Source: an optimization exercise on an open RTL-to-GDS flow (aim: small area). Production flows keep margins and buffers that such runs may drop. Function was checked by simulation only, so behaviour that the tests miss may differ from the original. Power figures rest on the tool's default switching activity, not on a simulated workload.

Design mechanisms_top, start of the top module:
module mechanisms_top (
    input  logic         clk,
    input  logic         reset,
    input  logic [255:0] activation_org,
    input  logic [255:0] activation_cache,
    input  logic [15:0]  f,
    input  logic [15:0]  p,
    input  logic         start_reading,
    output logic [255:0] activation_final,
    output logic [255:0] flipped_out,
    output logic [255:0] patched_out
);
    localparam logic [15:0] FILL = 16'hBEBA;
    logic [4:0] st;
    logic       rd;
    assign rd = st[4] & ~st[0];
    always_ff @(posedge clk or posedge reset) begin
        if (reset) begin
            st <= 5'b11111;
        end else begin
            st[3:0] <= rd ? 4'd0 : st[3:0] + 4'd1;
            st[4]   <= rd | (~st[4] & (&st[3:0]) & start_reading);
        end
    end
    logic [15:0][15:0] slot;
    genvar i, j;
    generate
        for (i = 0; i < 16; i++) begin : g_slot
            logic we, wen;
            logic [15:0] nxt;
            if (i == 0) begin : g_we0
                assign we = ~st[4] & (st[3:0] == 4'd0);
            end else begin : g_wei
                assign we = (st[3:0] == 4'(i));
            end
            assign wen = ~we;
            for (j = 0; j < 16; j++) begin : g_bit
                mt_hold u_h (
  ...
Settings: LEC_CHECK=0, CAP_MARGIN=20, CORE_AREA=105 105 355 355, DIE_AREA=0 0 460 460, GPL_TIMING_DRIVEN=0, SETUP_SLACK_MARGIN=0.3, SLEW_MARGIN=20, SYNTH_HIERARCHICAL=1, SYNTH_MINIMUM_KEEP_SIZE=0; clock period 6.0 ns.
standard.sh (not shown) runs the stock make flow with config.mk's settings and CLKGATE_MAP_FILE= SYNTH_SCRIPT=/design/flow/synth_recipe.tcl, a recipe that flattens the netlist after the stock synthesis.
==> flow/flow/run.sh <==
#!/bin/bash
# Own layout flow: the standard flow (standard.sh) with three changes:
#  - after synthesis, combinational cells start at their smallest drive
#    strength (flow/downsize.tcl); the resizer upsizes where needed;
#  - port buffers are sky130_fd_sc_hd__buf_1 instead of the default pick;
#  - clock tree of sky130_fd_sc_hd__clkbuf_8, sink clusters of at most 16, and
#    no dummy loads.
# Each tool writes its full log under orfs/logs; make's own output goes to
# flow_make.log here.
set -euo pipefail
W=$PWD
F=$W/flow
bash standard.sh \
  POST_SYNTH_TCL=$F/downsize.tcl \
  "BUFFER_PORTS_ARGS=-buffer_cell sky130_fd_sc_hd__buf_1" \
  "CTS_ARGS=-sink_clustering_enable -repair_clock_nets -dont_use_dummy_load -buf_list sky130_fd_sc_hd__clkbuf_8 -sink_clustering_size 16 -sink_clustering_max_diameter 50" \
  finish > $W/flow_make.log 2>&1
==> flow/flow/downsize.tcl <==
# Run after synthesis (POST_SYNTH_TCL): give every combinational cell its
# smallest drive strength. Registers keep the cell synthesis gave them.
# The resizer's later repair passes upsize wherever slew, capacitance or
# timing need it.
set db [ord::get_db]
set n 0
foreach inst [[ord::get_db_block] getInsts] {
  set m [[$inst getMaster] getName]
  if {![regexp {^(sky130_fd_sc_hd__)([a-z0-9]+)_([0-9]+)$} $m -> pre base drv]} { continue }
  if {[regexp {^(df|edf|sdf|dl|sdl|conb|tap|fill|decap|diode)} $base]} { continue }
  foreach d {0 1} {
    if {$d >= $drv} { break }
    set c [$db findMaster ${pre}${base}_$d]
    if {$c ne "NULL" && $c ne ""} {
      $inst swapMaster $c
      incr n
      break
    }
  }
}
puts "downsize: $n cells set to their smallest drive strength"
The starting point ran to the end with no violations.
Next try:
CORE_AREA = 120 120 340 340   (was 105 105 355 355)
- The new run went through all stages and came out clean
- non-clock buffer count came out higher by 1
- maximum frequency came out lower by 5.9%
- first-iteration DRC count came out higher by about 46%
Next try:
--- a/flow/flow/run.sh
+++ b/flow/flow/run.sh
@@ -6 +6 @@
-#  - clock tree of sky130_fd_sc_hd__clkbuf_8, sink clusters of at most 16, and
+#  - clock tree of sky130_fd_sc_hd__clkbuf_8, sink clusters of at most 20, and
@@ -16 +16 @@
-  "CTS_ARGS=-sink_clustering_enable -repair_clock_nets -dont_use_dummy_load -buf_list sky130_fd_sc_hd__clkbuf_8 -sink_clustering_size 16 -sink_clustering_max_diameter 50" \
+  "CTS_ARGS=-sink_clustering_enable -repair_clock_nets -dont_use_dummy_load -buf_list sky130_fd_sc_hd__clkbuf_8 -sink_clustering_size 20 -sink_clustering_max_diameter 60" \
CAP_MARGIN = 5   (was 20)
CORE_AREA = 5 5 455 455   (was 120 120 340 340)
SETUP_SLACK_MARGIN = default   (was 0.3)
SLEW_MARGIN = 5   (was 20)
What happened: The new run finished with negative setup slack left; non-clock buffer count rises by 10; setup slack is worse by 0.19 ns; critical path depth fell by 1; register-to-register slack got worse by 0.69 ns; sequential share of layout area came out lower by 3.5 points; combinational power decreases by 26%.
Next try:
--- a/flow/flow/run.sh
+++ b/flow/flow/run.sh
@@ -6 +6 @@
-#  - clock tree of sky130_fd_sc_hd__clkbuf_8, sink clusters of at most 20, and
+#  - clock tree of sky130_fd_sc_hd__clkbuf_8, sink clusters of at most 16, and
@@ -16 +16 @@
-  "CTS_ARGS=-sink_clustering_enable -repair_clock_nets -dont_use_dummy_load -buf_list sky130_fd_sc_hd__clkbuf_8 -sink_clustering_size 20 -sink_clustering_max_diameter 60" \
+  "CTS_ARGS=-sink_clustering_enable -repair_clock_nets -dont_use_dummy_load -buf_list sky130_fd_sc_hd__clkbuf_8 -sink_clustering_size 16 -sink_clustering_max_diameter 50" \
CAP_MARGIN = 20   (was 5)
SETUP_SLACK_MARGIN = 0.3   (was default)
SLEW_MARGIN = 20   (was 5)
Outcome:
- The new run completed without violations
- global-route usage is about the same
- area after synthesis stays the same
- total power is higher by 1.9%
- utilization increases by 0.19 points
- worst setup slack improved by 0.48 ns
- sequential share of layout area falls by 0.44 points

-- static timing again, ports no longer ideal --
How much do the figures lean on ideal ports? The routed layouts below were timed once more, with nothing changed but the port constraints.
Step 1 (the two cells are an assumption about what drives the block):
set clk [get_ports {clk}]
set_driving_cell -lib_cell sky130_fd_sc_hd__clkbuf_16 $clk
set_driving_cell -lib_cell sky130_fd_sc_hd__buf_2 [delete_from_list [all_inputs] $clk]
Step 2 adds t to the input delays and takes it off the output delays; t is the mean of the earliest and latest rising clock arrival at the registers after step 1. Input paths then give back, and output paths get back, about the clock's delay inside the block.
a / b / c = ideal / step 1 / step 2; a / b = the first two.
| run | shift t [ns] | setup WS [ns] | hold slack, ns |
|---|---|---|---|
| the first run | 0.752 | 0.520 / 0.400 / 0.400 | 0.284 / 0.284 / 0.284 |
| the second run | 0.810 | 0.174 / -0.027 / -0.027 | 0.291 / 0.291 / 0.291 |
| the third run | 0.850 | -0.013 / -0.045 / -0.045 | 0.258 / 0.258 / 0.258 |
| the fourth run | 0.875 | 0.463 / 0.369 / 0.369 | 0.254 / 0.254 / 0.254 |
Met with ideal ports but missed after step 2: setup timing in the second run. For the second run, which loses most, drivers alone change the setup slack by -0.201 ns; drivers and shift together by -0.201 ns.
